Source: an optimization exercise on an open RTL-to-GDS flow (aim: small area, a short achievable clock period and few clock cycles). Production flows keep margins and buffers that such runs may drop.
The RTL was checked by simulation tests, not by an equivalence proof against the original design.
No activity file was given, so power comes from the tool's default toggle rates.

File: flow/constraint.sdc
create_clock -name core_clock -period 13.0 [get_ports {CLK}]
set_input_delay 2.6000 -clock core_clock [delete_from_list [all_inputs] [get_ports {CLK}]]
set_output_delay 2.6000 -clock core_clock [all_outputs]
set_load 0.01 [all_outputs]
File: flow/config.mk
export PLATFORM = sky130hd
export DESIGN_NAME = infix_calc
export DESIGN_NICKNAME = infix_calc
export VERILOG_FILES = /design/flow/design.v
export SDC_FILE = /design/flow/constraint.sdc
export NUM_CORES = 4
export LEC_CHECK = 0
export CAP_MARGIN = 20
export CORE_MARGIN = 2
export CORE_UTILIZATION = 40
export SLEW_MARGIN = 20
File: flow/design.v
module infix_calc
(
    input  wire       CLK,
    input  wire       RST,
    output reg        BUSY,
    input  wire [7:0] INPUT_SIGN,
    input  wire       SIGN_STB,
    input  wire [7:0] INPUT_NUMBER,
    input  wire       NUMBER_STB,
    output wire [7:0] OUT,
    output reg        OUT_STB
);
wire in_mul = ~INPUT_SIGN[0];
wire in_div = INPUT_SIGN[2] & INPUT_SIGN[1];
wire in_sub = ~INPUT_SIGN[1];
wire take_num = NUMBER_STB & ~SIGN_STB & ~BUSY;
wire take_op  = SIGN_STB & ~NUMBER_STB & ~BUSY;
wire take_end = SIGN_STB & NUMBER_STB & ~BUSY;
reg       r_num;     
reg       r_lo;      
reg       r_end;     
reg [7:0] r_val;     
reg       m_mul;     
reg       m_div;     
reg       n_sub;     
always @(posedge CLK) begin
    if (RST) begin
        r_num <= 1'b0;
        r_lo  <= 1'b0;
        r_end <= 1'b0;
        m_mul <= 1'b0;
        m_div <= 1'b0;
        BUSY  <= 1'b0;
    end else begin
        r_num <= take_num;
        r_lo  <= take_op & ~in_mul & ~in_div;
        r_end <= take_end;
        if (take_op | take_end) begin
            m_mul <= in_mul & take_op;
            m_div <= in_div & take_op;
        end
        BUSY  <= r_num & m_mul & take_op & (in_mul | in_div);
    end
    r_val <= INPUT_NUMBER;
    if (take_op & ~in_mul & ~in_div)
        n_sub <= in_sub;
end
reg  [7:0]    term;
reg           a_num;      
reg           a_mul;
reg           a_div;
reg  [7:0]    a_val;      
reg  [K1-1:0] a_rem;      
reg           b_div;      
reg           b_mul;      
reg  [K2-1:0] b_rem;      
localparam K1 = 4;
localparam K2 = 6;
wire [7:0] x1 = r_val ^ {8{m_div}};    
wire [0:0] dv0 = m_div & term[7];
wire [1:0] ds0 = {1'b0, dv0} + {1'b0, x1[0:0]} + {1'd0, m_div};
wire qd0 = ds0[1] & (x1[7:1] == {7{m_div}});    
wire dq0 = m_div ? qd0 : term[7];
wire [0:0] dr0 = dq0 ? ds0[0:0] : dv0;
wire [1:0] dv1 = {dr0, m_div & term[6]};
wire [2:0] ds1 = {1'b0, dv1} + {1'b0, x1[1:0]} + {2'd0, m_div};
wire qd1 = ds1[2] & (x1[7:2] == {6{m_div}});    
wire dq1 = m_div ? qd1 : term[6];
wire [1:0] dr1 = dq1 ? ds1[1:0] : dv1;
wire [2:0] dv2 = {dr1, m_div & term[5]};
wire [3:0] ds2 = {1'b0, dv2} + {1'b0, x1[2:0]} + {3'd0, m_div};
wire qd2 = ds2[3] & (x1[7:3] == {5{m_div}});    
wire dq2 = m_div ? qd2 : term[5];
wire [2:0] dr2 = dq2 ? ds2[2:0] : dv2;
wire [3:0] dv3 = {dr2, m_div & term[4]};
wire [4:0] ds3 = {1'b0, dv3} + {1'b0, x1[3:0]} + {4'd0, m_div};
wire qd3 = ds3[4] & (x1[7:4] == {4{m_div}});    
wire dq3 = m_div ? qd3 : term[4];
wire [3:0] dr3 = dq3 ? ds3[3:0] : dv3;
wire [4:0] dv4 = {a_rem, a_div & term[3]};
wire [5:0] ds4 = {1'b0, dv4} + {1'b0, a_val[4:0]} + {5'd0, a_div};
wire qd4 = ds4[5] & (a_val[7:5] == {3{a_div}});    
wire dq4 = a_div ? qd4 : term[3];
wire [4:0] dr4 = dq4 ? ds4[4:0] : dv4;
wire [5:0] dv5 = {dr4, a_div & term[2]};
wire [6:0] ds5 = {1'b0, dv5} + {1'b0, a_val[5:0]} + {6'd0, a_div};
wire qd5 = ds5[6] & (a_val[7:6] == {2{a_div}});    
wire dq5 = a_div ? qd5 : term[2];
wire [5:0] dr5 = dq5 ? ds5[5:0] : dv5;
wire [6:0] dv6 = {b_rem, a_div & term[1]};
wire [7:0] ds6 = {1'b0, dv6} + {1'b0, a_val[6:0]} + {7'd0, a_div};
wire qd6 = ds6[7] & (a_val[7:7] == {1{a_div}});    
wire dq6 = a_div ? qd6 : term[1];
wire [6:0] dr6 = dq6 ? ds6[6:0] : dv6;
wire [7:0] dv7 = {dr6, a_div & term[0]};
wire [8:0] ds7 = {1'b0, dv7} + {1'b0, a_val[7:0]} + {8'd0, a_div};
wire qd7 = ds7[8];    
wire dq7 = a_div ? qd7 : term[0];
wire [7:0] dr7 = dq7 ? ds7[7:0] : dv7;
wire [K1-1:0]    q1 = {qd0, qd1, qd2, qd3};
wire [K2-K1-1:0] q2 = {qd4, qd5};
wire [7-K2:0]    q3 = {qd6, qd7};
wire [7:0]       r3 = dr7;    
always @(posedge CLK) begin
    if (RST) begin
        a_num <= 1'b0;
        b_div <= 1'b0;
        b_mul <= 1'b0;
    end else begin
        a_num <= r_num;
        b_div <= a_num & a_div;
        b_mul <= a_num & a_mul;
    end
    if (r_num) begin
        a_mul <= m_mul;
        a_div <= m_div;
        a_val <= x1;
    end
    a_rem <= dr3;
    b_rem <= dr5;
    if (a_num & ~a_div & ~a_mul)
        term <= a_val;
    else if (b_mul)
        term <= r3;
    else begin
        if (r_num & m_div)
            term[7:8-K1] <= q1;
        if (a_num & a_div)
            term[7-K1:8-K2] <= q2;
        if (b_div)
            term[7-K2:0] <= q3;
    end
end
reg [7:0] sum;
reg       first;     
reg       sop_sub;   
reg       p_sub;     
reg       lo1, lo2, end1, end2;
wire [7:0] base  = first ? 8'd0 : sum;
wire [7:0] total = base + (term ^ {8{sop_sub}}) + {7'd0, sop_sub};
always @(posedge CLK) begin
    if (RST) begin
        lo1     <= 1'b0;
        lo2     <= 1'b0;
        end1    <= 1'b0;
        end2    <= 1'b0;
        first   <= 1'b1;
        sop_sub <= 1'b0;
        OUT_STB <= 1'b0;
    end else begin
        lo1     <= r_lo;
        lo2     <= lo1;
        end1    <= r_end;
        end2    <= end1;
        OUT_STB <= end2;
        if (lo2) begin
            first   <= 1'b0;
            sop_sub <= p_sub;
        end else if (end2) begin
            first   <= 1'b1;
            sop_sub <= 1'b0;
        end
    end
    if (lo1)
        p_sub <= n_sub;
    if (lo2 | end2)
        sum <= total;
end
assign OUT = sum;
endmodule
File: flow/flow/run.sh
#!/bin/bash
# Standard ORFS layout at the design's clock and constraints, with a larger setup
# target for the timing repair and clock tree options (see params.sh).
set -euo pipefail
source flow/params.sh
bash standard.sh SETUP_SLACK_MARGIN=$SETUP_MARGIN "CTS_ARGS=$CTS" $EXTRA finish > make.log 2>&1
File: flow/flow/params.sh
SETUP_MARGIN=9.3
EXTRA="ABC_AREA=1"
CTS="-sink_clustering_enable -repair_clock_nets -dont_use_dummy_load"
File: flow/standard.sh
#!/bin/bash
# synth_recipe.tcl (not shown) runs the flow's synth.tcl, then flattens the netlist and writes it again
# the make line also repeats each setting of config.mk as NAME=value (left out here)
make -C /OpenROAD-flow-scripts/flow DESIGN_CONFIG=/design/flow/config.mk WORK_HOME=/design/flow/orfs CLKGATE_MAP_FILE= SYNTH_SCRIPT=/design/flow/synth_recipe.tcl "${@:-finish}"
==> results of run 1 <==
## worst min-delay path: cells and delay by family (launching register included)
kind | cells | cell delay [ns]
DFF | 1 | 0.30
buffers and inverters | 1 | 0.04
and+or+nand+nor | 1 | 0.03
## report_power, final
group / total (mW) / internal [mW] / switching [mW]
sequential: 0.221 / 0.213 / 0.00818
clock: 0.126 / 0.0614 / 0.0647
combinational: 0.141 / 0.0645 / 0.0763
## final cells by class
type                       count  area [um2]  area share
timing repair buffer          70         592       0.106
inverter                      92         354      0.0632
clock buffer                   9         124      0.0221
tap                          140         175      0.0313
multi-input combinational    409        2820       0.503
sequential                    62        1540       0.275
## through the flow
stage,setup slack [ns],util
4_1_cts,9.28,0.470
2_1_floorplan,9.30,-
5_1_grt,9.16,0.517
3_5_place_dp,8.31,0.445
6_report,9.34,0.517
3_3_place_gp,8.43,0.445
## how the worst max path moves through the flow
stage / startpoint / endpoint / slack (ns) / depth (start not counted)
floorplan: m_div$_SDFFE_PP0P_ / a_rem[0]$_DFF_P_ / 9.30 / 27
global placement: m_div$_SDFFE_PP0P_ / a_rem[3]$_DFF_P_ / 8.43 / 27
detailed placement: m_div$_SDFFE_PP0P_ / a_rem[3]$_DFF_P_ / 8.31 / 27
CTS: r_val[4]$_DFF_P_ / a_rem[0]$_DFF_P_ / 9.28 / 28
global route: r_val[3]$_DFF_P_ / a_rem[0]$_DFF_P_ / 9.16 / 28
finish: sum[0]$_DFFE_PP_ / OUT[0] / 9.34 / 1
## synthesized netlist by cell type
cell / count
nand2_4: 1
xor2_1: 25
buf_6: 2
nand3_1: 36
inv_6: 1
o21ai_0: 23
and2_4: 1
nand4_1: 5
nor3_1: 2
inv_2: 2
edfxtp_1: 28
a22oi_1: 2
o21ai_1: 2
clkbuf_1: 1
xnor2_1: 13
mux2i_1: 1
o211ai_1: 6
nor4_1: 1
a32oi_1: 1
nand3b_1: 1
or2_2: 4
buf_2: 5
nor3_4: 1
nor2_1: 39
nand2_1: 143
o22ai_1: 3
o21ai_2: 6
ha_1: 33
o21ai_4: 1
a211oi_1: 1
a21oi_1: 29
inv_1: 89
a31oi_1: 1
fa_1: 12
a21o_1: 1
o21bai_1: 4
nand2_2: 9
o21a_1: 2
dfxtp_1: 34
## routing by layer
metal  global-route usage  part of all wire  up-vias
li1                     -                 -     1986
met1                0.223              0.45     1788
met2                0.311              0.50       62
met5                    0                 0        -
met3               0.0273             0.027       21
met4               0.0660             0.023        0
## layout by cell type, fill, tap and decap left out, types with 2 or more instances in the layout
cell type / count
o21bai_1: 4
ha_1: 26
xor2_1: 25
nand2_2: 23
inv_1: 79
nand2_4: 5
o211ai_1: 6
fa_2: 7
nor2_4: 3
nand2_1: 124
o21ai_4: 2
o21ai_1: 6
dfxtp_4: 2
o21ai_0: 18
o21ai_2: 6
nor2_1: 32
a21oi_2: 7
buf_6: 5
nand3_2: 7
ha_4: 7
nor2_2: 4
or2_2: 3
a21oi_1: 22
nand3_1: 29
dlygate4sd2_1: 10
clkdlybuf4s50_1: 14
inv_2: 11
nand4_1: 5
fa_1: 5
o22ai_1: 3
buf_4: 41
edfxtp_1: 28
clkbuf_8: 9
xnor2_1: 13
a22oi_1: 2
o21a_1: 2
dfxtp_2: 7
nor3_1: 2
dfxtp_1: 25
## cell families after synthesis
group | after synthesis | synth area share
and+or+nand+nor | 243 | 0.233
adders and majority gates | 45 | 0.147
muxes | 1 | 0.00225
xor gates and xnor gates | 38 | 0.0748
AOI/OAI and AO/OA | 82 | 0.111
buffers and inverters | 100 | 0.0903
DFF | 62 | 0.342
## sequential cells by signal (all words and copies together), names as in the netlist, 4 cells and up
signal / count
term: 8
a_rem: 4
a_val: 8
r_val: 8
sum: 8
b_rem: 6
## what timing repair did
| item | CTS | global route |
|---|---|---|
| pin swaps | 6 | 41 |
| endpoints found under the hold margin | 0 | 0 |
| gates resized for setup | 31 | 74 |
| buffers inserted | 13 | 33 |
| endpoints found under the setup margin | 28 | 19 |
| hold buffers | 0 | 0 |
==> notes.md, run 1 <==
status=finished clean; Initial DRC Count=178; CP Max Fanout=2; Worst Max-Slew Pin Slew=0.579 ns; Clock Pin Slew Worst Setup and Hold Paths=0.08 ns; number of synthesis warnings=1; Post-DP Area=4820 um2; worst-case clock buffer depth=2; CTS tree=built; GPL Wtd Cong=0.865; core area=10800 um2; worst r2r dst=a_rem[0]$_DFF_P_; Total GRT Usage=0.179; Design Area, Final=5600 um2; first-pass GRT wire length=16600 um; hpwl dp=7630 um; depth of the worst register-to-register path=28; max incr delay on CP=0.42 ns; CP Launch Type=flip-flop; Mapped Nets=636; DRC=0; Leak=2.64 nW; Chip Width=109 um; wirelength, routed=10600 um; Final ANT Viol Nets=0; Placed Instances=727; TritonRoute pass-1 iters=4; reg2reg start=r_val[4]$_DFF_P_; Post-Route Skew=0.0337 ns; Fin Setup TNS=0 ns; leading area contributor after synthesis=edfxtp_1; CTS root buf=clkbuf_8; drt wl/cell=13.6 um; Largest delay share family, worst path=flip-flops; non-filler cells, final=782; Vias=3857; #FFs+latches synth=62; # setup viols final=0; Seq/Total Area, Yosys=0.342; H-Tree Depth=3; fin crit period=3.66 ns; Die H=109 um; pwr dens=87.1 nW/um2; Peak VDD IR=0.0000612 V; layout cells sized above 1=0.241; Max Cap Viol=0; Synth top area share=0.189; Worst Path Required=10.40 ns; Hold Startpoint=r_end$_SDFF_PP0_; CP endpoint kind=output port; Hold Violations, Final=0; Area contributors post-synth=edfxtp_1, dfxtp_1, nand2_1, ha_1, inv_1; Total Nets Final=709; post-synth cell types=39; Tcrit/Tclk final=0.282; Critical Path AT=1.06 ns; final slew viol count=0; CP bufs+invs=1; # rows=38; Initial Util=0.410; fillcell total=1053; Port Buffer Count=24; Rel. slew slack=0.613; RSZ-0062 raised after global routing=yes; Worst-Skew Late Latency=0.35 ns; clock tree sinks=62; Crit Path Category=flip-flop to output port; slowest CP cell=edfxtp_1; cells after synthesis=571; Fmax=273 MHz; CP Cell Sequence=dlygate4sd2_1; initial antenna violation count=0; P&R area growth vs syn=25.9%; CTS buffer count=9; Total Power=0.488 mW; Die ar.=12000 um2; Vias/cell=4.93; Syn Area/Cell=7.79 um2; WHS=0.406 ns; R2R Setup Slk=9.41 ns; Top Ports=30; vias in the first global route=3692; pin count of the biggest net entering global routing=16; hold crit path type=flip-flop to flip-flop; hold path depth=2; remaining global-route overflow=0; number of diodes=0; worst hold endpoint=end1$_SDFF_PP0_; mapped cell area=4450 um2
Testbench counts, summed over its fixed seeds: cycles 14,680.
==> inputs of run 2 (changes only) <==
==> flow/flow/run.sh (replaced) <==
#!/bin/bash
# Standard ORFS layout at the design's clock and constraints, with a larger setup
# target for the timing repair, plain buffers on the ports and clock tree options
# (see params.sh).
set -euo pipefail
source flow/params.sh
bash standard.sh SETUP_SLACK_MARGIN=$SETUP_MARGIN "BUFFER_PORTS_ARGS=-buffer_cell $PORT_BUF" "CTS_ARGS=$CTS" $EXTRA finish > make.log 2>&1
==> flow/flow/params.sh (replaced) <==
SETUP_MARGIN=9.5
EXTRA="ABC_AREA=1"
CTS="-sink_clustering_enable -repair_clock_nets -dont_use_dummy_load"
PORT_BUF=sky130_fd_sc_hd__buf_2
==> notes.md, run 2 <==
fin crit period=3.73 ns (+0.0625 ns); mapped cell area=4450 um2 (unchanged); first-pass GRT wire length=17200 um (+4.1%); Post-synth EDFFs=28 (unchanged); Fin Setup TNS=0 ns (unchanged); Peak VDD IR=0.0000639 V (+4.4%); Hold Violations, Final=0 (unchanged); Final ANT Viol Nets=0 (unchanged); Initial DRC Count=179 (+0.56%); Tcrit/Tclk final=0.287 (+0.00481); #FFs+latches synth=62 (unchanged); CTS buffer count=9 (unchanged); wirelength, routed=11600 um (+9.7%); Mapped Nets=636 (unchanged); Total GRT Usage=0.189 (+0.0104); Clock Pin Slew Worst Setup and Hold Paths=0.07 ns (about the same); hpwl dp=7590 um (-0.50%); cts hold-fix bufs=0 (unchanged); # rows=38 (unchanged); Port Buffer Count=24 (unchanged); Comb pwr share=0.317 (+0.028); Syn Area/Cell=7.79 um2 (unchanged); Area contributors post-synth=edfxtp_1, dfxtp_1, nand2_1, ha_1, inv_1; Sw Pwr=0.163 mW (+9.1%); most frequent cell after synthesis=nand2_1; final setup margin=9.27 ns (-0.0625 ns); post-synth cell types=39 (unchanged); Worst Path Required=13.22 ns (+2.82 ns); Worst Max-Slew Pin Slew=0.605 ns (+0.0268 ns); fillcell total=956 (-9.2%); # setup viols final=0 (unchanged); CTS root buf=clkbuf_8; share of synthesized registers carrying an async set or reset=0 (unchanged); Synth top area share=0.189 (unchanged); footprint of the multi-input gates=3070 um2 (+8.9%); Die H=109 um (unchanged); max incr delay on CP=0.39 ns (-0.03 ns); Clk pwr share=0.250 (-0.009); GPL Wtd Cong=0.848 (-2.1%); pre-CTS setup slack=8.87 ns (+0.558 ns); ys flop type=dfxtp_1; sequential share of power=0.432 (-0.021); hold crit path type=flip-flop to flip-flop; Max Cap Viol=0 (unchanged); slowest CP cell=fa_2; Rel. slew slack=0.592 (-0.0209); CP Max Fanout=5 (+3); vias in the first global route=3676 (-0.43%); Critical Path AT=3.94 ns (+2.88 ns); pwr dens=85.1 nW/um2 (-2.3%); worst-case clock buffer depth=2 (unchanged); initial antenna violation count=0 (unchanged); CP endpoint kind=flip-flop; cells after synthesis=571 (unchanged); Die ar.=12000 um2 (unchanged); RSZ-0062 raised after global routing=yes; Chip Width=109 um (unchanged); H-Tree Depth=3 (unchanged); P&R area growth vs syn=34.9%; CTS tree=built; Register Area=1530 um2 (-0.24%); Seq/Total Area, Yosys=0.342 (unchanged); Initial Util=0.410 (unchanged); Synth top cells by count=nand2_1, inv_1, nor2_1, nand3_1, dfxtp_1; Top Ports=30 (unchanged); Post-Route Skew=0.0199 ns (-0.0138 ns); Vias=4072 (+5.6%); final slew viol count=0 (unchanged); Crit Path Category=flip-flop to flip-flop; DRC=0 (unchanged); Sw Ratio=0.319 (+0.0130); Worst-Skew Late Latency=0.34 ns (about the same); drt wl/cell=14.3 um (+5.6%); internal power=0.348 mW (+2.7%); number of diodes=0 (unchanged); commonest non-fill, non-tap cells in the layout=nand2_1, inv_1, buf_4; Vias/cell=5.01 (+1.5%); status=finished clean; number of synthesis warnings=1 (unchanged); Fmax=268 MHz (-1.7%); layout cells sized above 1=0.354 (+0.112); commonest non-fill, non-tap cell in the layout=nand2_1; Total Nets Final=740 (+4.4%); Leak=2.86 nW (+8.5%); TritonRoute pass-1 iters=4 (unchanged); leading area contributor after synthesis=edfxtp_1; CP Launch Type=flip-flop; remaining global-route overflow=0 (unchanged); pin count of the biggest net entering global routing=16 (unchanged); Crit path top cell by count=nand2_2; clock tree sinks=62 (unchanged); core area=10800 um2 (unchanged)
-- run 2: critical path: cells and delay by family (launching register included) --
family / cells / cell delay (ns)
AND/OR/NAND/NOR: 14 / 1.12
adder cells (fa/ha/maj): 3 / 0.94
AO/OA/AOI/OAI: 3 / 0.55
buffers and inverters: 5 / 0.44
flip-flops: 1 / 0.34
XOR/XNOR: 1 / 0.21
-- run 2: metal layers --
layer	global-route usage	up-vias	wire, um
met5	0	-	0
li1	-	2058	-
met1	0.226	1923	4920
met3	0.0320	24	291
met2	0.339	67	6120
met4	0.0696	0	296
-- run 2: worst paths after layout --
| check | from | end | slack, ns | depth (start not counted) |
|---|---|---|---|---|
| max reg2reg | m_div$_SDFFE_PP0P_ | a_rem[3]$_DFF_P_ | 9.27 | 26 |
| min reg2reg | r_lo$_SDFF_PP0_ | lo1$_SDFF_PP0_ | 0.40 | 2 |
| min | r_lo$_SDFF_PP0_ | lo1$_SDFF_PP0_ | 0.40 | 2 |
| max | m_div$_SDFFE_PP0P_ | a_rem[3]$_DFF_P_ | 9.27 | 26 |
-- run 2: logic make-up (layout without fill, tap and decap cells) --
group	Yosys count	in the layout	synth area share
simple gates	243	245	0.233
mux	1	1	0.00225
buf+inv	100	200	0.0903
xor+xnor	38	38	0.0748
fa+ha+maj	45	45	0.147
compound gates	82	82	0.111
flops	62	62	0.342
-- run 2: power groups by stage --
stage	logic [mW]	clock network, mW	registers (mW)
2_1_floorplan	0.0877	0	0.221
4_1_cts	0.120	0.131	0.221
3_5_place_dp	0.109	0	0.225
5_1_grt	0.179	0.138	0.221
6_report	0.162	0.128	0.221
3_3_place_gp	0.105	0	0.225
-- run 2: repair_timing --
action                                  4_1_cts  5_1_grt
gates resized for setup                      43       99
pin swaps                                    21       58
endpoints found under the setup margin       24       26
cloned                                        1        1
hold endpoints to repair                      0        0
buffers inserted                             33       41
-- run 2: cell type report --
cell class | instances | share of cell area
Clock buffer | 9 | 0.0206
Timing Repair Buffer | 99 | 0.123
Tap cell | 140 | 0.0292
Multi-Input combinational cell | 411 | 0.512
Sequential cell | 62 | 0.256
Inverter | 92 | 0.0599
-- run 2: per-stage QoR --
stage / std cells / area (um2) / hold slack, ns / power, mW / util
2_1_floorplan: 571 / 4500 / 0.388 / 0.309 / -
3_3_place_gp: 728 / 4750 / 0.389 / 0.330 / 0.438
3_5_place_dp: 728 / 4750 / 0.395 / 0.334 / 0.438
4_1_cts: 771 / 5280 / 0.404 / 0.472 / 0.487
5_1_grt: 813 / 6000 / 0.418 / 0.539 / 0.553
6_report: 813 / 6000 / 0.399 / 0.510 / 0.553
==> inputs of run 3 (changes only) <==
==> flow/flow/params.sh (replaced) <==
SETUP_MARGIN=9.1
EXTRA="ABC_AREA=1"
CTS="-sink_clustering_enable -repair_clock_nets -dont_use_dummy_load"
PORT_BUF=sky130_fd_sc_hd__buf_2
==> notes.md, run 3 <==
Crit Path Category=flip-flop to flip-flop; Die ar.=12000 um2 (unchanged); number of synthesis warnings=1 (unchanged); Max Cap Viol=0 (unchanged); XOR/XNOR Fraction of Synth Area=0.0748 (unchanged); P&R area growth vs syn=14.5%; commonest non-fill, non-tap cells in the layout=nand2_1, inv_1, nor2_1; Fin Setup TNS=0 ns (unchanged); R2R Setup Slk=9.24 ns (-0.04 ns); slowest CP cell=dfxtp_2; hpwl dp=7440 um (-2.0%); Top Ports=30 (unchanged); Vias=3740 (-8.2%); Mapped Nets=636 (unchanged); Leak=2.49 nW (-13%); Hold Violations, Final=0 (unchanged); hold crit path type=flip-flop to flip-flop; worst r2r dst=a_rem[3]$_DFF_P_; Hold Startpoint=r_lo$_SDFF_PP0_; status=finished clean; ys flop type=dfxtp_1; Synth top area share=0.189 (unchanged); pwr dens=90.7 nW/um2 (+6.6%); RSZ-0062 raised after global routing=yes; pre-CTS setup slack=8.27 ns (-0.594 ns); vias in the first global route=3542 (-3.6%); CTS buffer count=9 (unchanged); mapped cell area=4450 um2 (unchanged); Fmax=266 MHz (-1.0%); # rows=38 (unchanged); Post-Route Skew=0.0218 ns (+0.00195 ns); Rel. slew slack=0.629 (+0.0373); Clock Pin Slew Worst Setup and Hold Paths=0.07 ns (about the same); DRC=0 (unchanged); Peak VDD IR=0.0000731 V (+14%); first-pass GRT wire length=16000 um (-7.3%); worst-case clock buffer depth=2 (unchanged); Compound-Gate Fraction of Synth Area=0.111 (unchanged); Port Buffer Count=24 (unchanged); fin crit period=3.76 ns (+0.0375 ns); Post-synth EDFFs=28 (unchanged); CTS root buf=clkbuf_8; Seq/Total Area, Yosys=0.342 (unchanged); drt wl/cell=13.0 um (-9.2%); Total Power=0.462 mW (-9.5%); Critical Path AT=4.01 ns (+0.07 ns); Initial Util=0.410 (unchanged); layout cells sized above 1=0.179 (-0.174); Simple-Gate Fraction of Synth Area=0.233 (unchanged); clock tree sinks=62 (unchanged); remaining global-route overflow=0 (unchanged); depth of the worst register-to-register path=26 (unchanged); CTS tree=built; Synth top cells by count=nand2_1, inv_1, nor2_1, nand3_1, dfxtp_1; post-synth cell types=39 (unchanged); reg2reg start=r_val[0]$_DFF_P_; Worst Max-Slew Pin Slew=0.550 ns (-0.0553 ns); #FFs+latches synth=62 (unchanged); CP endpoint kind=flip-flop; # setup viols final=0 (unchanged); cells after synthesis=571 (unchanged); Vias/cell=4.96 (-0.97%); Syn Area/Cell=7.79 um2 (unchanged); Final ANT Viol Nets=0 (unchanged); CP Max Fanout=5 (unchanged); final setup margin=9.24 ns (-0.0375 ns); leading area contributor after synthesis=edfxtp_1; cts hold-fix bufs=0 (unchanged); initial antenna violation count=0 (unchanged); worst hold endpoint=lo1$_SDFF_PP0_; Worst-Skew Late Latency=0.33 ns (about the same); share of synthesized registers carrying an async set or reset=0 (unchanged); Area contributors post-synth=edfxtp_1, dfxtp_1, nand2_1, ha_1, inv_1; Chip Width=109 um (unchanged); Tcrit/Tclk final=0.290 (+0.00288); Initial DRC Count=144 (-20%); pin count of the biggest net entering global routing=16 (unchanged); CP Launch Type=flip-flop; GPL Wtd Cong=0.845 (-0.31%); largest family of logic cells by synthesized area=simple AND/OR/NAND/NOR gates; number of diodes=0 (unchanged); most frequent cell after synthesis=nand2_1; wirelength, routed=9790 um (-16%); Die H=109 um (unchanged); hold path depth=2 (unchanged); core area=10800 um2 (unchanged); Total Nets Final=681 (-8.0%); max incr delay on CP=0.41 ns (+0.02 ns); Total GRT Usage=0.171 (-0.0185); final slew viol count=0 (unchanged); TritonRoute pass-1 iters=4 (unchanged); commonest non-fill, non-tap cell in the layout=nand2_1; H-Tree Depth=3 (unchanged); post-synthesis mux area share=0.00225 (unchanged); Worst Path Required=13.25 ns (+0.03 ns); Synth Area in Adders=0.147 (unchanged)
## run 3: final cells by class
| class | instances | area, um2 |
|---|---|---|
| Timing Repair Buffer | 42 | 259 |
| Inverter | 92 | 350 |
| Multi-Input combinational cell | 409 | 2650 |
| Fill cell | 1081 | 5750 |
| Clock buffer | 9 | 124 |
| Tap cell | 140 | 175 |
| Sequential cell | 62 | 1530 |
## run 3: layer usage
| metal | share of wire | vias up | wire [um] | track usage |
|---|---|---|---|---|
| met5 | 0 | - | 0 | 0 |
| met4 | 0.013 | 0 | 128 | 0.0506 |
| met3 | 0.042 | 12 | 408 | 0.0332 |
| met2 | 0.50 | 60 | 4900 | 0.294 |
| met1 | 0.45 | 1745 | 4360 | 0.216 |
| li1 | - | 1923 | - | - |
## run 3: worst max path at each step
stage	startpoint	to	slack [ns]
2_1_floorplan	m_div$_SDFFE_PP0P_	a_rem[0]$_DFF_P_	9.24
3_3_place_gp	m_div$_SDFFE_PP0P_	a_rem[3]$_DFF_P_	8.34
3_5_place_dp	m_div$_SDFFE_PP0P_	a_rem[0]$_DFF_P_	8.27
4_1_cts	m_div$_SDFFE_PP0P_	a_rem[0]$_DFF_P_	9.09
5_1_grt	r_val[3]$_DFF_P_	a_rem[3]$_DFF_P_	8.94
6_report	r_val[0]$_DFF_P_	a_rem[3]$_DFF_P_	9.24
## run 3: cell families (layout without fill, tap and decap cells)
family | count (synthesis) | in the layout
adders and majority gates | 45 | 45
DFF | 62 | 62
muxes | 1 | 1
xor gates and xnor gates | 38 | 38
AOI/OAI and AO/OA | 82 | 82
buffers and inverters | 100 | 143
and+or+nand+nor | 243 | 243
## run 3: timing repair
item	in CTS	in global routing
gates resized for setup	9	32
buffers inserted	9	9
pin swaps	3	16
endpoints found under the setup margin	16	13
## run 3: critical path: cells and delay by family (launching register included)
family	cells	cell delay (ns)
AO/OA/AOI/OAI	6	0.82
buffers and inverters	5	0.50
adder cells (fa/ha/maj)	3	0.81
flip-flops	1	0.41
AND/OR/NAND/NOR	12	1.12
## run 3: power breakdown
part | switching, mW | leakage [nW] | internal [mW]
logic | 0.0679 | 1.88 | 0.0483
registers | 0.00798 | 0.541 | 0.213
clock network | 0.0637 | 0.0647 | 0.0615
total | 0.140 | 2.49 | 0.322
## run 3: per-stage QoR
step / instances / cell area (um2) / hold slack (ns) / util
detailed placement: 727 / 4690 / 0.394 / 0.433
global placement: 727 / 4690 / 0.389 / 0.433
finish: 754 / 5090 / 0.403 / 0.470
global route: 754 / 5090 / 0.424 / 0.470
floorplan: 571 / 4450 / 0.388 / -
CTS: 745 / 4920 / 0.404 / 0.454
==> inputs of run 4 (changes only) <==
==> flow/flow/params.sh (replaced) <==
SETUP_MARGIN=8.9
EXTRA="ABC_AREA=1"
CTS="-sink_clustering_enable -repair_clock_nets -dont_use_dummy_load"
PORT_BUF=sky130_fd_sc_hd__buf_2
==> notes.md, run 4 <==
status=finished clean; Total GRT Usage=0.170 (-0.00100); DRC=0 (unchanged); CTS tree=built; Crit Path Category=flip-flop to flip-flop; number of diodes=0 (unchanged); hold crit path type=flip-flop to flip-flop; # setup viols final=0 (unchanged); TritonRoute pass-1 iters=4 (unchanged); commonest non-fill, non-tap cells in the layout=nand2_1, inv_1, nor2_1; fin crit period=3.82 ns (+0.0511 ns); Placed Instances=727 (unchanged); commonest non-fill, non-tap cell in the layout=nand2_1; non-filler cells, final=750 (-0.53%); Hold Violations, Final=0 (unchanged); share of synthesized registers carrying an async set or reset=0 (unchanged); Peak VDD IR=0.0000730 V (-0.21%); Synth top cells by count=nand2_1, inv_1, nor2_1, nand3_1, dfxtp_1; vias in the first global route=3520 (-0.62%); Rel. slew slack=0.629 (about the same); #FFs+latches synth=62 (unchanged); CP Launch Type=flip-flop; number of synthesis warnings=1 (unchanged); Clock Pin Slew Worst Setup and Hold Paths=0.07 ns (about the same); cells after synthesis=571 (unchanged); worst-case clock buffer depth=2 (unchanged); Die H=109 um (unchanged); Chip Width=109 um (unchanged); # rows=38 (unchanged); Top Ports=30 (unchanged); first-pass GRT wire length=15900 um (-0.64%); most frequent cell after synthesis=nand2_1; hpwl dp=7440 um (unchanged); CTS root buf=clkbuf_8; Syn Area/Cell=7.79 um2 (unchanged); CTS buffer count=9 (unchanged); Max Cap Viol=0 (unchanged); pwr dens=91.5 nW/um2 (+0.90%); Vias=3691 (-1.3%); clock tree sinks=62 (unchanged); Seq/Total Area, Yosys=0.342 (unchanged); pin count of the biggest net entering global routing=18 (+2); final slew viol count=0 (unchanged); Worst-Skew Late Latency=0.32 ns (about the same); Worst Max-Slew Pin Slew=0.550 ns (-0.0000494 ns); H-Tree Depth=3 (unchanged); Core Util, Final=0.460 (-0.00993); Final ANT Viol Nets=0 (unchanged); post-synth cell types=39 (unchanged); Mapped Nets=636 (unchanged); Critical Path AT=3.88 ns (-0.13 ns); ys flop type=dfxtp_1; CP Max Fanout=12 (+7); initial antenna violation count=0 (unchanged); cts hold-fix bufs=0 (unchanged); Vias/cell=4.92 (-0.78%); Post-Route Skew=0.0236 ns (+0.00180 ns); drt wl/cell=12.6 um (-2.8%); layout cells sized above 1=0.144 (-0.0349); Worst Path Required=13.06 ns (-0.19 ns); core area=10800 um2 (unchanged); Die ar.=12000 um2 (unchanged); remaining global-route overflow=0 (unchanged); Port Buffer Count=24 (unchanged); Total Nets Final=677 (-0.59%); Fmax=262 MHz (-1.3%); P&R area growth vs syn=12.1%; RSZ-0062 raised after global routing=no; Initial DRC Count=117 (-19%); Fin Setup TNS=0 ns (unchanged); Leak=2.46 nW (-0.93%); leading area contributor after synthesis=edfxtp_1; Initial Util=0.410 (unchanged); GPL Wtd Cong=0.845 (unchanged); Area contributors post-synth=edfxtp_1, dfxtp_1, nand2_1, ha_1, inv_1; mapped cell area=4450 um2 (unchanged); Synth top area share=0.189 (unchanged); Tcrit/Tclk final=0.293 (+0.00393); wirelength, routed=9470 um (-3.3%); CP endpoint kind=flip-flop; Post-synth EDFFs=28 (unchanged)
[run 4: cell types whose count changed in the layout (fill, tap and decap cells not counted), moves of 4 or more]
cell     delta
nand2_1     +4
dfxtp_2     -7
nand2_2     -4
buf_4       -4
dfxtp_1     +7
[run 4: cell families (layout without fill, tap and decap cells)]
logic type / Yosys count / count (layout) / synth area share
adder cells (fa/ha/maj): 45 / 45 / 0.147
AND/OR/NAND/NOR: 243 / 243 / 0.233
flip-flops: 62 / 62 / 0.342
buffers and inverters: 100 / 139 / 0.0903
AO/OA/AOI/OAI: 82 / 82 / 0.111
XOR/XNOR: 38 / 38 / 0.0748
multiplexers: 1 / 1 / 0.00225
[run 4: worst paths after layout]
kind,from,end,slack [ns],cells after the start
max,a_div$_DFFE_PP_,term[3]$_DFFE_PP_,9.18,20
max reg2reg,a_div$_DFFE_PP_,term[3]$_DFFE_PP_,9.18,20
min reg2reg,r_lo$_SDFF_PP0_,lo1$_SDFF_PP0_,0.40,2
min,r_lo$_SDFF_PP0_,lo1$_SDFF_PP0_,0.40,2
[run 4: cell type report]
class,instances,area [um2]
Fill cell,1093,5850
Clock buffer,9,124
Timing Repair Buffer,38,229
Sequential cell,62,1530
Multi-Input combinational cell,409,2580
Inverter,92,350
Tap cell,140,175
[run 4: metal layers]
layer | vias to the layer above | GRT usage | part of all wire | wire, um
met2 | 67 | 0.293 | 0.50 | 4710
met3 | 10 | 0.0332 | 0.044 | 415
met1 | 1697 | 0.214 | 0.45 | 4230
li1 | 1917 | - | - | -
met5 | - | 0 | 0 | 0
met4 | 0 | 0.0506 | 0.013 | 120
[run 4: per-stage QoR]
step | setup slack (ns) | hold WS (ns) | instance area [um2] | total power, mW
after floorplan | 9.24 | 0.388 | 4450 | 0.307
after CTS | 8.92 | 0.404 | 4870 | 0.458
after global routing | 8.87 | 0.424 | 4990 | 0.486
final | 9.18 | 0.403 | 4990 | 0.456
after global placement | 8.34 | 0.389 | 4690 | 0.328
after detailed placement | 8.27 | 0.394 | 4690 | 0.332
[run 4: timing repair]
item	CTS	global route
setup buffers	5	9
gates cloned	0	0
setup endpoints to repair	5	18
pin swaps	0	8
gates resized for setup	5	14
[run 4: worst max-delay path, cell delays in order, from the launching register on]
cell and delay (ns):
edfxtp_1 0.52, buf_6 0.21, nand2_1 0.09, inv_1 0.05
fa_1 0.40, inv_1 0.10, fa_2 0.24, o21bai_1 0.09
or2_2 0.27, nand3_1 0.09, o21ai_0 0.09, ha_1 0.36
nand2_1 0.11, a21oi_1 0.07, nor2_1 0.14, nand3_1 0.16
nand2_4 0.16, buf_4 0.12, o211ai_1 0.08, nand3_1 0.11
nand2_1 0.07
[run 4: power by group]
| group | leakage (nW) | switching [mW] | internal (mW) | total, mW |
|---|---|---|---|---|
| logic | 1.86 | 0.0659 | 0.0462 | 0.112 |
| registers | 0.541 | 0.00791 | 0.212 | 0.220 |
| clock network | 0.0647 | 0.0623 | 0.0615 | 0.124 |
==> inputs of run 5 (changes only) <==
==> flow/flow/params.sh (replaced) <==
SETUP_MARGIN=8.5
EXTRA="ABC_AREA=1"
CTS="-sink_clustering_enable -repair_clock_nets -dont_use_dummy_load"
PORT_BUF=sky130_fd_sc_hd__buf_2
==> notes.md, run 5 <==
Crit Path Category=flip-flop to flip-flop; pwr dens=92.9 nW/um2 (+1.6%); Total Nets Final=667 (-1.5%); Port Buffer Count=24 (unchanged); hold crit path type=flip-flop to flip-flop; DRC=0 (unchanged); commonest non-fill, non-tap cell in the layout=nand2_1; CTS tree=built; final slew viol count=0 (unchanged); Leak=2.40 nW (-2.5%); Mapped Nets=636 (unchanged); Fmax=246 MHz (-6.1%); Critical Path AT=4.25 ns (+0.37 ns); RSZ-0062 raised after global routing=no; Total GRT Usage=0.168 (-0.00125); Synth top cells by count=nand2_1, inv_1, nor2_1, nand3_1, dfxtp_1; P&R area growth vs syn=9.40%; Hold Violations, Final=0 (unchanged); Critical Path Source=m_div$_SDFFE_PP0P_; Peak VDD IR=0.0000716 V (-1.9%); Total Power=0.452 mW (-0.90%); slowest CP cell=fa_1; Rel. slew slack=0.622 (-0.00742); CTS root buf=clkbuf_8; Design Area, Final=4870 um2 (-2.4%); Post-Route Skew=0.0230 ns (-0.000588 ns); Seq/Total Area, Yosys=0.342 (unchanged); Post-DP Area=4690 um2 (unchanged); H-Tree Depth=3 (unchanged); layout cells sized above 1=0.115 (-0.0293); CP Max Fanout=7 (-5); final setup margin=8.94 ns (-0.246 ns); Synth top area share=0.189 (unchanged); Fin Setup TNS=0 ns (unchanged); mapped cell area=4450 um2 (unchanged); status=finished clean; depth of the worst register-to-register path=28 (+40%); wirelength, routed=9330 um (-1.5%); post-synth cell types=39 (unchanged); first-pass GRT wire length=15700 um (-0.79%); initial antenna violation count=0 (unchanged); Initial Util=0.410 (unchanged); commonest non-fill, non-tap cells in the layout=nand2_1, inv_1, nor2_1; #FFs+latches synth=62 (unchanged); cells after synthesis=571 (unchanged); cts hold-fix bufs=0 (unchanged); Final ANT Viol Nets=0 (unchanged); pin count of the biggest net entering global routing=19 (+1); Die H=109 um (unchanged); Syn Area/Cell=7.79 um2 (unchanged); fillcell total=1101 (+0.73%); GPL Wtd Cong=0.845 (unchanged); remaining global-route overflow=0 (unchanged); CTS buffer count=9 (unchanged); Crit path top cell by count=nand2_1; Worst Path Required=13.19 ns (+0.13 ns); Area contributors post-synth=edfxtp_1, dfxtp_1, nand2_1, ha_1, inv_1; share of synthesized registers carrying an async set or reset=0 (unchanged); Hold Startpoint=r_lo$_SDFF_PP0_; drt wl/cell=12.6 um (-0.14%); reg2reg start=m_div$_SDFFE_PP0P_; Chip Width=109 um (unchanged); Die ar.=12000 um2 (unchanged); core area=10800 um2 (unchanged); pre-CTS setup slack=8.27 ns (unchanged); WHS=0.402 ns (-0.000594 ns); Post-synth EDFFs=28 (unchanged); # setup viols final=0 (unchanged); number of synthesis warnings=1 (unchanged); number of diodes=0 (unchanged); worst r2r dst=a_rem[0]$_DFF_P_; Tcrit/Tclk final=0.312 (+0.0189); ys flop type=dfxtp_1; CP endpoint kind=flip-flop; vias in the first global route=3487 (-0.94%); CP Launch Type=flip-flop; Vias=3656 (-0.95%); Worst Max-Slew Pin Slew=0.561 ns (+0.0110 ns); Max Cap Viol=0 (unchanged); fin crit period=4.06 ns (+0.246 ns); most frequent cell after synthesis=nand2_1; worst-case clock buffer depth=2 (unchanged); Initial DRC Count=140 (+20%); clock tree sinks=62 (unchanged); hold path depth=2 (unchanged); Clock Pin Slew Worst Setup and Hold Paths=0.07 ns (about the same); # rows=38 (unchanged); worst hold endpoint=lo1$_SDFF_PP0_; R2R Setup Slk=8.94 ns (-0.25 ns); leading area contributor after synthesis=edfxtp_1; max incr delay on CP=0.43 ns (-0.09 ns); Top Ports=30 (unchanged); hpwl dp=7440 um (unchanged); TritonRoute pass-1 iters=5 (+1); Vias/cell=4.94 (+0.39%); Worst-Skew Late Latency=0.32 ns (about the same)
run 5: cell counts after synthesis:
No cell type changed its count.
run 5: cell families (layout without fill, tap and decap cells):
logic type,after synthesis,count (layout),synth area share
buffers and inverters,100,129,0.0903
muxes,1,1,0.00225
AOI/OAI and AO/OA,82,82,0.111
DFF,62,62,0.342
xor gates and xnor gates,38,38,0.0748
adders and majority gates,45,45,0.147
and+or+nand+nor,243,243,0.233
run 5: worst max-delay path: cells and delay by family, from the launching register on:
kind | cells | cell delay (ns)
and+or+nand+nor | 17 | 1.50
adders and majority gates | 3 | 1.14
AOI/OAI and AO/OA | 2 | 0.40
buffers and inverters | 5 | 0.39
DFF | 1 | 0.36
xor gates and xnor gates | 1 | 0.14
run 5: how the worst max path moves through the flow:
stage,endpoint,cells after the start
finish,a_rem[0]$_DFF_P_,28
detailed placement,a_rem[0]$_DFF_P_,26
global placement,a_rem[3]$_DFF_P_,27
global route,a_rem[0]$_DFF_P_,28
floorplan,a_rem[0]$_DFF_P_,27
CTS,a_rem[0]$_DFF_P_,26
run 5: timing repair:
| action | in CTS | in global routing |
|---|---|---|
| buffers inserted | 0 | 4 |
| gates cloned | 0 | 0 |
| endpoints found under the setup margin | 4 | 7 |
| pin swaps | 0 | 1 |
| resized for setup | 1 | 6 |
run 5: routing by layer:
layer,track usage,up-vias,part of all wire
met2,0.288,66,0.49
met1,0.214,1681,0.46
met4,0.0506,0,0.011
li1,-,1899,-
met5,0,-,0
met3,0.0332,10,0.042
run 5: report_power, final:
group	leakage (nW)	internal [mW]	switching [mW]	total, mW
registers	0.541	0.212	0.00775	0.220
clock network	0.0647	0.0615	0.0627	0.124
logic	1.79	0.0435	0.0644	0.108
run 5: through the flow:
step                      instances  utilization
after CTS                       736        0.444
final                           740        0.449
after global placement          727        0.433
after detailed placement        727        0.433
after global routing            740        0.449
after floorplan                 571            -
run 5: cell type report:
type | count | area [um2] | area share
multi-input cells | 409 | 2540 | 0.522
flip-flops and latches | 62 | 1530 | 0.313
inverters | 92 | 350 | 0.0720
well taps | 140 | 175 | 0.0360
repair buffers | 28 | 150 | 0.0309
clock buffers | 9 | 124 | 0.0255
==> inputs of run 6 (changes only) <==
==> flow/flow/params.sh (replaced) <==
SETUP_MARGIN=8.0
EXTRA="ABC_AREA=1"
CTS="-sink_clustering_enable -repair_clock_nets -dont_use_dummy_load"
PORT_BUF=sky130_fd_sc_hd__buf_2
==> notes.md, run 6 <==
status=finished clean; Seq/Total Area, Yosys=0.342 (unchanged); CP Launch Type=flip-flop; CP endpoint kind=flip-flop; DRC=0 (unchanged); CTS buffer count=9 (unchanged); Post-synth EDFFs=28 (unchanged); Die H=109 um (unchanged); Sw Pwr=0.135 mW (+0.28%); number of synthesis warnings=1 (unchanged); depth of the worst register-to-register path=26 (-7.1%); clock tree sinks=62 (unchanged); initial antenna violation count=0 (unchanged); hpwl dp=7440 um (unchanged); R2R Setup Slk=8.61 ns (-0.33 ns); Die ar.=12000 um2 (unchanged); worst r2r dst=a_rem[0]$_DFF_P_; Mapped Nets=636 (unchanged); number of diodes=0 (unchanged); #FFs+latches synth=62 (unchanged); # setup viols final=0 (unchanged); TritonRoute pass-1 iters=5 (unchanged); Chip Width=109 um (unchanged); Synth top cells by count=nand2_1, inv_1, nor2_1, nand3_1, dfxtp_1; CTS root buf=clkbuf_8; Clock Pin Slew Worst Setup and Hold Paths=0.07 ns (about the same); # rows=38 (unchanged); Critical Path AT=4.58 ns (+0.33 ns); Tcrit/Tclk final=0.338 (+0.0252); CP Max Fanout=18 (+11); Crit Path Category=flip-flop to flip-flop; most frequent cell after synthesis=nand2_1; Worst Path Required=13.19 ns (about the same); Vias/cell=4.93 (-0.12%); worst-case clock buffer depth=2 (unchanged); fillcell total=1106 (+0.45%); Rel. slew slack=0.565 (-0.0574); internal power=0.317 mW (about the same); fin crit period=4.39 ns (+0.328 ns); Sw Ratio=0.299 (+0.000762); vias in the first global route=3487 (unchanged); Core Util, Final=0.444 (-0.00450); pin count of the biggest net entering global routing=19 (unchanged); cts hold-fix bufs=0 (unchanged); Total Nets Final=663 (-0.60%); Hold Startpoint=r_lo$_SDFF_PP0_; mapped cell area=4450 um2 (unchanged); sequential share of power=0.489 (+0.002); Area contributors post-synth=edfxtp_1, dfxtp_1, nand2_1, ha_1, inv_1; ys flop type=dfxtp_1; Port Buffer Count=24 (unchanged); commonest non-fill, non-tap cells in the layout=nand2_1, inv_1, nor2_1; Synth top area share=0.189 (unchanged); hold crit path type=flip-flop to flip-flop; Fmax=228 MHz (-7.5%); commonest non-fill, non-tap cell in the layout=nand2_1; reg2reg start=m_div$_SDFFE_PP0P_; Worst-Skew Late Latency=0.33 ns (about the same); remaining global-route overflow=0 (unchanged); Clk pwr share=0.276 (about the same); post-synth cell types=39 (unchanged); Placed Instances=727 (unchanged); P&R area growth vs syn=8.30%; hold path depth=2 (unchanged); GPL Wtd Cong=0.845 (unchanged); pwr dens=93.9 nW/um2 (+1.0%); Comb pwr share=0.236 (-0.003); Peak VDD IR=0.0000739 V (+3.2%); worst hold endpoint=lo1$_SDFF_PP0_; cells after synthesis=571 (unchanged); Leak=2.38 nW (-0.86%); Hold Violations, Final=0 (unchanged); non-filler cells, final=736 (-0.54%); WHS=0.403 ns (+0.000595 ns); wirelength, routed=9290 um (-0.38%); first-pass GRT wire length=15700 um (unchanged); Syn Area/Cell=7.79 um2 (unchanged); Max Cap Viol=0 (unchanged); CTS tree=built; RSZ-0062 raised after global routing=no; Final ANT Viol Nets=0 (unchanged); final slew viol count=0 (unchanged); Vias=3632 (-0.66%); drt wl/cell=12.6 um (+0.17%); Worst Max-Slew Pin Slew=0.653 ns (+0.0921 ns); leading area contributor after synthesis=edfxtp_1; Initial DRC Count=132 (-5.7%); Post-Route Skew=0.0235 ns (+0.000486 ns); core area=10800 um2 (unchanged); Initial Util=0.410 (unchanged); H-Tree Depth=3 (unchanged); Total GRT Usage=0.168 (unchanged); layout cells sized above 1=0.101 (-0.0143); share of synthesized registers carrying an async set or reset=0 (unchanged); Fin Setup TNS=0 ns (unchanged); Top Ports=30 (unchanged)
==> run 6: area by class of cell <==
type / count / area, um2 / area share
well taps: 140 / 175 / 0.0364
repair buffers: 24 / 120 / 0.0249
clock buffers: 9 / 124 / 0.0257
multi-input cells: 409 / 2520 / 0.524
inverters: 92 / 350 / 0.0727
flip-flops and latches: 62 / 1520 / 0.316
==> run 6: kinds of logic after synthesis <==
kind of cell	share of synthesized area
buffers and inverters	0.0903
xor gates and xnor gates	0.0748
AOI/OAI and AO/OA	0.111
and+or+nand+nor	0.233
DFF	0.342
adders and majority gates	0.147
muxes	0.00225
==> run 6: worst max-delay path by stage <==
stage,startpoint,to,cells after the start
3_3_place_gp,m_div$_SDFFE_PP0P_,a_rem[3]$_DFF_P_,27
3_5_place_dp,m_div$_SDFFE_PP0P_,a_rem[0]$_DFF_P_,26
5_1_grt,m_div$_SDFFE_PP0P_,a_rem[0]$_DFF_P_,26
6_report,m_div$_SDFFE_PP0P_,a_rem[0]$_DFF_P_,26
2_1_floorplan,m_div$_SDFFE_PP0P_,a_rem[0]$_DFF_P_,27
4_1_cts,m_div$_SDFFE_PP0P_,a_rem[0]$_DFF_P_,26
==> run 6: timing repair <==
item,4_1_cts,5_1_grt
setup endpoints to repair,0,4
resized for setup,0,1
setup buffers,0,0
hold endpoints to repair,0,0
==> run 6: power groups by stage <==
stage	sequential, mW	clock (mW)	combinational [mW]
floorplan	0.221	0	0.0861
global placement	0.225	0	0.103
detailed placement	0.225	0	0.107
CTS	0.221	0.129	0.107
global route	0.222	0.135	0.124
finish	0.221	0.125	0.107
==> run 6: worst max-delay path: stages, from the launching register on <==
cell and delay (ns):
dfxtp_2 0.60, inv_6 0.11, nor2_1 0.15, nor2_1 0.16, fa_1 0.43, nor2_1 0.18
nand2_1 0.07, nand2_1 0.14, nand2_1 0.06, nand2_1 0.11, inv_1 0.05, ha_1 0.32
nand3_1 0.09, nand2_1 0.08, nand2_2 0.09, o21ai_4 0.20, inv_2 0.05, nand2_1 0.07
nand2_2 0.07, fa_1 0.38, inv_1 0.08, nand3_1 0.06, a21oi_1 0.25, nand2_1 0.08
nand2_1 0.15, nand2_1 0.08, xor2_1 0.14
==> run 6: per-stage QoR <==
stage          setup WS, ns  instance area, um2  power [mW]
4_1_cts                8.25                4820       0.457
5_1_grt                8.04                4820       0.481
2_1_floorplan          9.24                4450       0.307
3_3_place_gp           8.34                4690       0.328
3_5_place_dp           8.27                4690       0.332
6_report               8.61                4820       0.452
==> run 6: layer usage <==
metal | vias to the layer above | share of wire | global-route usage
li1 | 1890 | - | -
met1 | 1685 | 0.47 | 0.214
met2 | 49 | 0.49 | 0.288
met3 | 8 | 0.033 | 0.0332
met4 | 0 | 0.010 | 0.0506
met5 | - | 0 | 0
==> inputs of run 7 (changes only) <==
==> flow/flow/params.sh (replaced) <==
SETUP_MARGIN=9.05
EXTRA="ABC_AREA=1"
CTS="-sink_clustering_enable -repair_clock_nets -dont_use_dummy_load"
PORT_BUF=sky130_fd_sc_hd__buf_2
==> notes.md, run 7 <==
status=finished clean; Seq/Total Area, Yosys=0.342 (unchanged); cts hold-fix bufs=0 (unchanged); drt wl/cell=12.7 um (+0.64%); Port Buffer Count=24 (unchanged); Clk pwr share=0.272 (-0.004); H-Tree Depth=3 (unchanged); initial antenna violation count=0 (unchanged); CTS buffer count=9 (unchanged); Synth top area share=0.189 (unchanged); sequential share of power=0.481 (-0.008); Hold Violations, Final=0 (unchanged); Clock Pin Slew Worst Setup and Hold Paths=0.07 ns (about the same); CTS tree=built; Sw Ratio=0.300 (+0.000927); pwr dens=91.5 nW/um2 (-2.6%); P&R area growth vs syn=12.6%; Comb pwr share=0.246 (+0.010); Initial Util=0.410 (unchanged); final slew viol count=0 (unchanged); pin count of the biggest net entering global routing=16 (-3); DRC=0 (unchanged); Peak VDD IR=0.0000729 V (-1.3%); commonest non-fill, non-tap cells in the layout=nand2_1, inv_1, nor2_1; Synth top cells by count=nand2_1, inv_1, nor2_1, nand3_1, dfxtp_1; Total Nets Final=678 (+2.3%); vias in the first global route=3540 (+1.5%); Total GRT Usage=0.170 (+0.00213); Vias=3706 (+2.0%); cells after synthesis=571 (unchanged); CP endpoint kind=flip-flop; #FFs+latches synth=62 (unchanged); Top Ports=30 (unchanged); Mapped Nets=636 (unchanged); Fmax=268 MHz (+18%); Sw Pwr=0.137 mW (+1.6%); Max Cap Viol=0 (unchanged); post-synthesis mux area share=0.00225 (unchanged); ys flop type=dfxtp_1; wirelength, routed=9540 um (+2.7%); fin crit period=3.73 ns (-0.659 ns); mapped cell area=4450 um2 (unchanged); Die H=109 um (unchanged); Worst Max-Slew Pin Slew=0.557 ns (-0.0967 ns); worst-case clock buffer depth=2 (unchanged); Leak=2.46 nW (+3.2%); Worst Path Required=13.19 ns (about the same); most frequent cell after synthesis=nand2_1; Compound-Gate Fraction of Synth Area=0.111 (unchanged); commonest non-fill, non-tap cell in the layout=nand2_1; GPL Wtd Cong=0.845 (unchanged); Post-synth EDFFs=28 (unchanged); Syn Area/Cell=7.79 um2 (unchanged); Chip Width=109 um (unchanged); clock tree sinks=62 (unchanged); Synth Area in Adders=0.147 (unchanged); layout cells sized above 1=0.159 (+0.0581); Fin Setup TNS=0 ns (unchanged); first-pass GRT wire length=16000 um (+1.4%); Vias/cell=4.93 (about the same); leading area contributor after synthesis=edfxtp_1; Tcrit/Tclk final=0.287 (-0.0507); Critical Path AT=3.92 ns (-0.66 ns); hold crit path type=flip-flop to flip-flop; number of diodes=0 (unchanged); Initial DRC Count=144 (+9.1%); Final ANT Viol Nets=0 (unchanged); largest family of logic cells by synthesized area=simple AND/OR/NAND/NOR gates; core area=10800 um2 (unchanged); Crit Path Category=flip-flop to flip-flop; # setup viols final=0 (unchanged); XOR/XNOR Fraction of Synth Area=0.0748 (unchanged); internal power=0.321 mW (+1.1%); share of synthesized registers carrying an async set or reset=0 (unchanged); Simple-Gate Fraction of Synth Area=0.233 (unchanged); CP Launch Type=flip-flop; # rows=38 (unchanged); hpwl dp=7440 um (unchanged); Rel. slew slack=0.625 (+0.0605); Area contributors post-synth=edfxtp_1, dfxtp_1, nand2_1, ha_1, inv_1; remaining global-route overflow=0 (unchanged); Worst-Skew Late Latency=0.33 ns (about the same); number of synthesis warnings=1 (unchanged); CP Max Fanout=5 (-13); Core Util, Final=0.462 (+0.0175); CTS root buf=clkbuf_8; Die ar.=12000 um2 (unchanged); RSZ-0062 raised after global routing=yes; Post-Route Skew=0.0225 ns (-0.00103 ns); post-synth cell types=39 (unchanged); TritonRoute pass-1 iters=5 (unchanged)
## run 7: cell counts after synthesis
No cell type changed its count.
## run 7: metal layers
metal	vias to the layer above	global-route usage	routed length (um)
met5	-	0	0
met4	0	0.0506	68
met3	6	0.0332	320
met2	59	0.294	4790
met1	1721	0.216	4360
li1	1920	-	-
## run 7: cell type report
class	count	area (um2)
Inverter	92	350
Fill cell	1091	5830
Tap cell	140	175
Sequential cell	62	1530
Clock buffer	9	124
Multi-Input combinational cell	409	2590
Timing Repair Buffer	39	233
## run 7: repair_timing
action,4_1_cts,5_1_grt
setup buffers,9,6
setup endpoints to repair,13,11
pin swaps,2,9
resized for setup,8,17
endpoints found under the hold margin,0,0
## run 7: kinds of logic after synthesis
kind of cell             after synthesis
AND/OR/NAND/NOR                      243
AO/OA/AOI/OAI                         82
buffers and inverters                100
multiplexers                           1
flip-flops                            62
adder cells (fa/ha/maj)               45
XOR/XNOR                              38
## run 7: power by group through the flow
stage | clock network [mW] | registers, mW | logic, mW
global route | 0.135 | 0.221 | 0.130
CTS | 0.129 | 0.220 | 0.109
finish | 0.125 | 0.220 | 0.113
detailed placement | 0 | 0.225 | 0.107
global placement | 0 | 0.225 | 0.103
floorplan | 0 | 0.221 | 0.0861
## run 7: worst paths after layout
check,from,end,slack (ns),cells past startpoint
min,r_lo$_SDFF_PP0_,lo1$_SDFF_PP0_,0.40,2
max reg2reg,m_div$_SDFFE_PP0P_,a_rem[0]$_DFF_P_,9.27,26
max,m_div$_SDFFE_PP0P_,a_rem[0]$_DFF_P_,9.27,26
min reg2reg,r_lo$_SDFF_PP0_,lo1$_SDFF_PP0_,0.40,2
## run 7: worst max-delay path: stages (launching register included)
cell     delay, ns
dfxtp_4       0.36
buf_4         0.14
nand2_2       0.06
inv_1         0.04
nand3_1       0.09
nand3_2       0.09
fa_2          0.35
nor2_2        0.12
nand2_1       0.08
nand2_2       0.10
nand2_1       0.07
nand2_2       0.09
inv_1         0.07
ha_4          0.27
nand3_1       0.08
nand2_1       0.08
nand2_2       0.07
o21ai_4       0.17
nand2_1       0.07
and2_4        0.16
ha_1          0.36
nand3_2       0.10
a21oi_2       0.18
nand2_1       0.08
nand2_2       0.11
nand2_2       0.06
xor2_1        0.14
## run 7: through the flow
stage / setup WS, ns / hold WS (ns) / cells / total power, mW / cell area (um2)
floorplan: 9.24 / 0.388 / 571 / 0.307 / 4450
global placement: 8.34 / 0.389 / 727 / 0.328 / 4690
global route: 8.97 / 0.424 / 751 / 0.487 / 5010
detailed placement: 8.27 / 0.394 / 727 / 0.332 / 4690
CTS: 9.04 / 0.404 / 745 / 0.458 / 4920
finish: 9.27 / 0.402 / 751 / 0.458 / 5010
==> inputs of run 8 (changes only) <==
==> flow/flow/params.sh (replaced) <==
SETUP_MARGIN=8.95
EXTRA="ABC_AREA=1"
CTS="-sink_clustering_enable -repair_clock_nets -dont_use_dummy_load"
PORT_BUF=sky130_fd_sc_hd__buf_2
==> notes.md, run 8 <==
Initial Util=0.410 (unchanged); Vias=3721 (+0.40%); Synth top cells by count=nand2_1, inv_1, nor2_1, nand3_1, dfxtp_1; commonest non-fill, non-tap cell in the layout=nand2_1; Leak=2.47 nW (+0.66%); Tcrit/Tclk final=0.292 (+0.00489); status=finished clean; RSZ-0062 raised after global routing=no; #FFs+latches synth=62 (unchanged); Max Cap Viol=0 (unchanged); Port Buffer Count=24 (unchanged); XOR/XNOR Fraction of Synth Area=0.0748 (unchanged); first-pass GRT wire length=15900 um (-0.48%); Vias/cell=4.95 (+0.27%); clock tree sinks=62 (unchanged); vias in the first global route=3522 (-0.51%); hpwl dp=7440 um (unchanged); commonest non-fill, non-tap cells in the layout=nand2_1, inv_1, nor2_1; CP Launch Type=flip-flop; cts hold-fix bufs=0 (unchanged); Total Nets Final=679 (+0.15%); Die ar.=12000 um2 (unchanged); pin count of the biggest net entering global routing=18 (+2); pre-CTS setup slack=8.27 ns (unchanged); Worst Max-Slew Pin Slew=0.550 ns (-0.00699 ns); Hold Startpoint=r_lo$_SDFF_PP0_; Synth top area share=0.189 (unchanged); post-synth cell types=39 (unchanged); GPL Wtd Cong=0.845 (unchanged); Seq/Total Area, Yosys=0.342 (unchanged); Total GRT Usage=0.170 (-0.000752); CTS root buf=clkbuf_8; share of synthesized registers carrying an async set or reset=0 (unchanged); # rows=38 (unchanged); Syn Area/Cell=7.79 um2 (unchanged); Initial DRC Count=110 (-24%); final setup margin=9.21 ns (-0.0635 ns); CTS tree=built; Hold Violations, Final=0 (unchanged); Post-Route Skew=0.0239 ns (+0.00137 ns); internal power=0.320 mW (-0.16%); Sw Ratio=0.300 (+0.000303); Critical Path AT=3.98 ns (+0.06 ns); Compound-Gate Fraction of Synth Area=0.111 (unchanged); CP endpoint kind=flip-flop; H-Tree Depth=3 (unchanged); Mapped Nets=636 (unchanged); final slew viol count=0 (unchanged); fin crit period=3.79 ns (+0.0635 ns); reg2reg start=r_val[0]$_DFF_P_; most frequent cell after synthesis=nand2_1; drt wl/cell=12.7 um (about the same); largest family of logic cells by synthesized area=simple AND/OR/NAND/NOR gates; Worst Path Required=13.19 ns (about the same); number of synthesis warnings=1 (unchanged); Clock Pin Slew Worst Setup and Hold Paths=0.07 ns (about the same); R2R Setup Slk=9.21 ns (-0.06 ns); ys flop type=dfxtp_1; CTS buffer count=9 (unchanged); Fmax=264 MHz (-1.7%); Rel. slew slack=0.630 (+0.00471); worst-case clock buffer depth=2 (unchanged); wirelength, routed=9560 um (+0.18%); post-synthesis mux area share=0.00225 (unchanged); Sw Pwr=0.137 mW (about the same); Area contributors post-synth=edfxtp_1, dfxtp_1, nand2_1, ha_1, inv_1; Post-synth EDFFs=28 (unchanged); # setup viols final=0 (unchanged); sequential share of power=0.482 (about the same); Simple-Gate Fraction of Synth Area=0.233 (unchanged); Synth Area in Adders=0.147 (unchanged); Critical Path Source=r_val[0]$_DFF_P_; layout cells sized above 1=0.155 (-0.00353); leading area contributor after synthesis=edfxtp_1; Top Ports=30 (unchanged); Fin Setup TNS=0 ns (unchanged); P&R area growth vs syn=12.6% (about the same); core area=10800 um2 (unchanged); Crit Path Category=flip-flop to flip-flop; Final ANT Viol Nets=0 (unchanged); Die H=109 um (unchanged); Clk pwr share=0.272 (about the same); Worst-Skew Late Latency=0.33 ns (about the same); hold crit path type=flip-flop to flip-flop; cells after synthesis=571 (unchanged); initial antenna violation count=0 (unchanged); Chip Width=109 um (unchanged); Peak VDD IR=0.0000730 V (+0.17%); CP Max Fanout=5 (unchanged); TritonRoute pass-1 iters=4 (-1); number of diodes=0 (unchanged); Comb pwr share=0.246 (about the same); DRC=0 (unchanged); mapped cell area=4450 um2 (unchanged); remaining global-route overflow=0 (unchanged); pwr dens=91.3 nW/um2 (-0.17%)
[run 8: power groups by stage]
stage                     clock network (mW)  logic, mW  registers (mW)
after floorplan                            0     0.0861           0.221
after global placement                     0      0.103           0.225
after detailed placement                   0      0.107           0.225
after CTS                              0.129      0.108           0.220
after global routing                   0.135      0.130           0.221
final                                  0.124      0.113           0.220
[run 8: final timing paths]
| check | cells past startpoint | end |
|---|---|---|
| worst min register to register | 2 | lo1$_SDFF_PP0_ |
| worst min-delay path | 2 | lo1$_SDFF_PP0_ |
| worst max-delay path | 26 | a_rem[0]$_DFF_P_ |
| worst max register to register | 26 | a_rem[0]$_DFF_P_ |
[run 8: logic make-up after synthesis]
logic type	Yosys count
buffers and inverters	100
AO/OA/AOI/OAI	82
multiplexers	1
XOR/XNOR	38
flip-flops	62
adder cells (fa/ha/maj)	45
AND/OR/NAND/NOR	243
[run 8: what timing repair did]
action / CTS / global route
cloned: 0 / 1
pin swaps: 0 / 10
setup buffers: 5 / 10
resized for setup: 6 / 18
setup endpoints to repair: 5 / 18
[run 8: cell type report]
cell class	count	area, um2
Sequential cell	62	1530
Timing Repair Buffer	39	236
Multi-Input combinational cell	410	2590
Inverter	92	350
Tap cell	140	175
Fill cell	1091	5830
Clock buffer	9	124
[run 8: through the flow]
stage               area (um2)  cells  total power [mW]  utilization  hold WS [ns]
finish                    5010    752             0.457        0.462         0.403
global route              5010    752             0.486        0.462         0.424
CTS                       4870    741             0.458        0.449         0.404
detailed placement        4690    727             0.332        0.433         0.394
global placement          4690    727             0.328        0.433         0.389
floorplan                 4450    571             0.307            -         0.388
[run 8: per-layer routing]
metal / track usage / routed length [um] / vias to the layer above
met2: 0.293 / 4770 / 62
met4: 0.0506 / 120 / 0
li1: - / - / 1925
met3: 0.0332 / 307 / 10
met5: 0 / 0 / -
met1: 0.215 / 4370 / 1724
[run 8: critical path: stages (launching register included)]
cell     delay [ns]
dfxtp_1        0.45
inv_1          0.12
nand2_2        0.13
nand3_2        0.11
fa_2           0.35
nor2_2         0.12
nand2_1        0.08
nand2_2        0.10
nand2_1        0.07
nand2_2        0.09
inv_1          0.07
ha_4           0.28
nand3_1        0.08
nand2_1        0.08
nand2_2        0.08
o21ai_4        0.20
inv_2          0.05
nand2_1        0.07
nand2_2        0.07
fa_2           0.35
inv_2          0.06
nand3_1        0.07
a21oi_2        0.17
nand2_1        0.08
nand2_2        0.11
nand2_1        0.07
xor2_1         0.14

==> separate check: timing with driven ports <==
The flow's constraints put no driver on any port. The routed layouts listed below were extracted and timed again, unchanged, in two steps. Step 1, drivers: a clkbuf_16 drives CLK and a buf_2 each remaining input, both assumed. Step 2, shift: input delay + t, output delay - t, t = (earliest + latest rising clock arrival at the registers) / 2. This alone moves slack from input paths to output paths. a / b / c = ideal ports / drivers / drivers and shift; a / b = the first two.
run | t, ns | slack for setup (ns) | slew at the worst register clock pin (ns)
run 1 | 0.359 | 9.336 / 9.306 / 9.096 | 0.08 / 0.08
run 2 | 0.363 | 9.273 / 9.273 / 9.273 | 0.07 / 0.07
run 3 | 0.349 | 9.236 / 9.236 / 9.236 | 0.07 / 0.07
run 4 | 0.343 | 9.185 / 9.185 / 9.185 | 0.07 / 0.07
run 5 | 0.343 | 8.939 / 8.939 / 8.939 | 0.07 / 0.07
run 6 | 0.344 | 8.611 / 8.611 / 8.611 | 0.07 / 0.07
run 7 | 0.346 | 9.270 / 9.270 / 9.270 | 0.07 / 0.07
run 8 | 0.344 | 9.207 / 9.207 / 9.207 | 0.07 / 0.07
After both steps setup and hold are still met in every run listed. The setup slack of run 1, which loses most, moves by -0.030 ns with the drivers and by -0.240 ns with both steps.
